What follows belongs to an exercise in optimizing a design on an open flow for small area; a production flow would make more cautious choices. Function was checked by simulation only, so behaviour that the tests miss may differ from the original.

## CarParking
module CarParking (
    input clk,
    input InSig,
    input OutSig,
    input reset,
    output [6:0] HEX0,
    output [6:0] HEX1,
    output [6:0] HEX4,
    output ClosedLight,
    output OpenLight,
    output reg WarningLight,
    output motor
);
Size: roughly 81 flip-flops, roughly 3100 um2 of cells after synthesis.
export LEC_CHECK = 0
export CAP_MARGIN = 20
export CORE_MARGIN = 2
export CORE_UTILIZATION = 40
export SLEW_MARGIN = 20
create_clock -name core_clock -period 10.0 [get_ports {clk}]
standard.sh (not shown) runs the stock make flow with config.mk's settings and CLKGATE_MAP_FILE= SYNTH_SCRIPT=/design/flow/synth_recipe.tcl, a recipe that flattens the netlist after the stock synthesis.
==> flow/flow/run.sh <==
#!/bin/bash
# Layout flow: the standard ORFS flow (standard.sh) with these changes:
#  - synthesis: synth_recipe.tcl unchanged except that ABC maps with an
#    area-oriented script (abc_area.script) and adders are left to ABC
#    instead of being mapped to ha/fa cells first (ADDER_MAP_FILE empty);
#  - each port gets the smallest buffer (buf_1);
#  - clock tree without dummy load cells.
# Each tool's log is in orfs/logs/; make's output is in flow_standard.log.
set -euo pipefail
here=$PWD
export FLOW_ABC_SCRIPT=$here/flow/abc_area.script
cat $here/flow/abc_override.tcl $here/synth_recipe.tcl > $here/flow_synth.tcl
sed -e "s#SYNTH_SCRIPT=[^ ]*#SYNTH_SCRIPT=$here/flow_synth.tcl ADDER_MAP_FILE=#" $here/standard.sh > $here/flow_standard.sh
export CTS_ARGS="-sink_clustering_enable -repair_clock_nets -dont_use_dummy_load -buf_list {sky130_fd_sc_hd__clkbuf_8}"
export BUFFER_PORTS_ARGS="-buffer_cell sky130_fd_sc_hd__buf_1"
bash $here/flow_standard.sh > $here/flow_standard.log 2>&1
==> flow/flow/abc_area.script <==
strash
&get -n
&fraig -x
&put
scorr
dc2
strash
&get -n
&dch -f
&nf -R 1000
&put
mfs2
strash
&get -n
&dch -f
&nf -a -R 1000
&put
==> flow/flow/abc_override.tcl <==
# Map the logic with an area-oriented ABC script (flow/abc_area.script)
# instead of ORFS's delay-oriented one; registers are untouched.
proc abc {args} {
  set i [lsearch -exact $args -script]
  if {$i >= 0} { lset args [expr {$i + 1}] $::env(FLOW_ABC_SCRIPT) }
  yosys abc {*}$args
}
Change:
--- a/flow/flow/run.sh
+++ b/flow/flow/run.sh
@@ -12,5 +12,5 @@
 cat $here/flow/abc_override.tcl $here/synth_recipe.tcl > $here/flow_synth.tcl
 sed -e "s#SYNTH_SCRIPT=[^ ]*#SYNTH_SCRIPT=$here/flow_synth.tcl ADDER_MAP_FILE=#" $here/standard.sh > $here/flow_standard.sh
-export CTS_ARGS="-sink_clustering_enable -repair_clock_nets -dont_use_dummy_load -buf_list {sky130_fd_sc_hd__clkbuf_8}"
+export CTS_ARGS="${FLOW_CTS_ARGS:--sink_clustering_enable -repair_clock_nets -dont_use_dummy_load -buf_list {sky130_fd_sc_hd__clkbuf_4} -root_buf sky130_fd_sc_hd__clkbuf_8}"
 export BUFFER_PORTS_ARGS="-buffer_cell sky130_fd_sc_hd__buf_1"
 bash $here/flow_standard.sh > $here/flow_standard.log 2>&1
Now the flow stopped in 4_1_cts on CTS-0126. Synthesized cell count stays the same. Area after synthesis does not change.
Change:
--- a/flow/flow/run.sh
+++ b/flow/flow/run.sh
@@ -12,5 +12,5 @@
 cat $here/flow/abc_override.tcl $here/synth_recipe.tcl > $here/flow_synth.tcl
 sed -e "s#SYNTH_SCRIPT=[^ ]*#SYNTH_SCRIPT=$here/flow_synth.tcl ADDER_MAP_FILE=#" $here/standard.sh > $here/flow_standard.sh
-export CTS_ARGS="${FLOW_CTS_ARGS:--sink_clustering_enable -repair_clock_nets -dont_use_dummy_load -buf_list {sky130_fd_sc_hd__clkbuf_4} -root_buf sky130_fd_sc_hd__clkbuf_8}"
+export CTS_ARGS="-sink_clustering_enable -repair_clock_nets -dont_use_dummy_load -buf_list {sky130_fd_sc_hd__clkbuf_4} -root_buf sky130_fd_sc_hd__clkbuf_8"
 export BUFFER_PORTS_ARGS="-buffer_cell sky130_fd_sc_hd__buf_1"
 bash $here/flow_standard.sh > $here/flow_standard.log 2>&1
What happened:
- Now the flow completed without violations
- synthesized area stays the same
- synthesized cell count stays the same
Change:
--- a/flow/flow/run.sh
+++ b/flow/flow/run.sh
@@ -12,5 +12,5 @@
 cat $here/flow/abc_override.tcl $here/synth_recipe.tcl > $here/flow_synth.tcl
 sed -e "s#SYNTH_SCRIPT=[^ ]*#SYNTH_SCRIPT=$here/flow_synth.tcl ADDER_MAP_FILE=#" $here/standard.sh > $here/flow_standard.sh
-export CTS_ARGS="-sink_clustering_enable -repair_clock_nets -dont_use_dummy_load -buf_list {sky130_fd_sc_hd__clkbuf_4} -root_buf sky130_fd_sc_hd__clkbuf_8"
+export CTS_ARGS="${FLOW_CTS_ARGS:--sink_clustering_enable -repair_clock_nets -dont_use_dummy_load -buf_list {sky130_fd_sc_hd__clkbuf_8}}"
 export BUFFER_PORTS_ARGS="-buffer_cell sky130_fd_sc_hd__buf_1"
 bash $here/flow_standard.sh > $here/flow_standard.log 2>&1
Effect: Cell count stays the same; fmax is unchanged; final area is unchanged.

[what the ideal ports hide]
Ports are ideal in the flow. The routed layouts listed here were re-timed in OpenROAD. Step 1 assumes that a clkbuf_16 drives the clock port and a buf_2 every other input. Step 2, shift: input delay + t, output delay - t, t = (earliest + latest rising clock arrival at the registers) / 2. This alone moves slack from input paths to output paths. Slacks: no drivers / after step 1 / after step 2; pairs: no drivers / after step 1.
run | shift t [ns] | setup WS [ns] | worst register clock-pin slew, ns
the first run | 0.362 | 4.950 / 4.921 / 5.283 | 0.09 / 0.09
the third run | 0.362 | 4.950 / 4.921 / 5.283 | 0.09 / 0.09
the fourth run | 0.362 | 4.950 / 4.921 / 5.283 | 0.09 / 0.09
After both steps setup and hold are still met in every run listed.
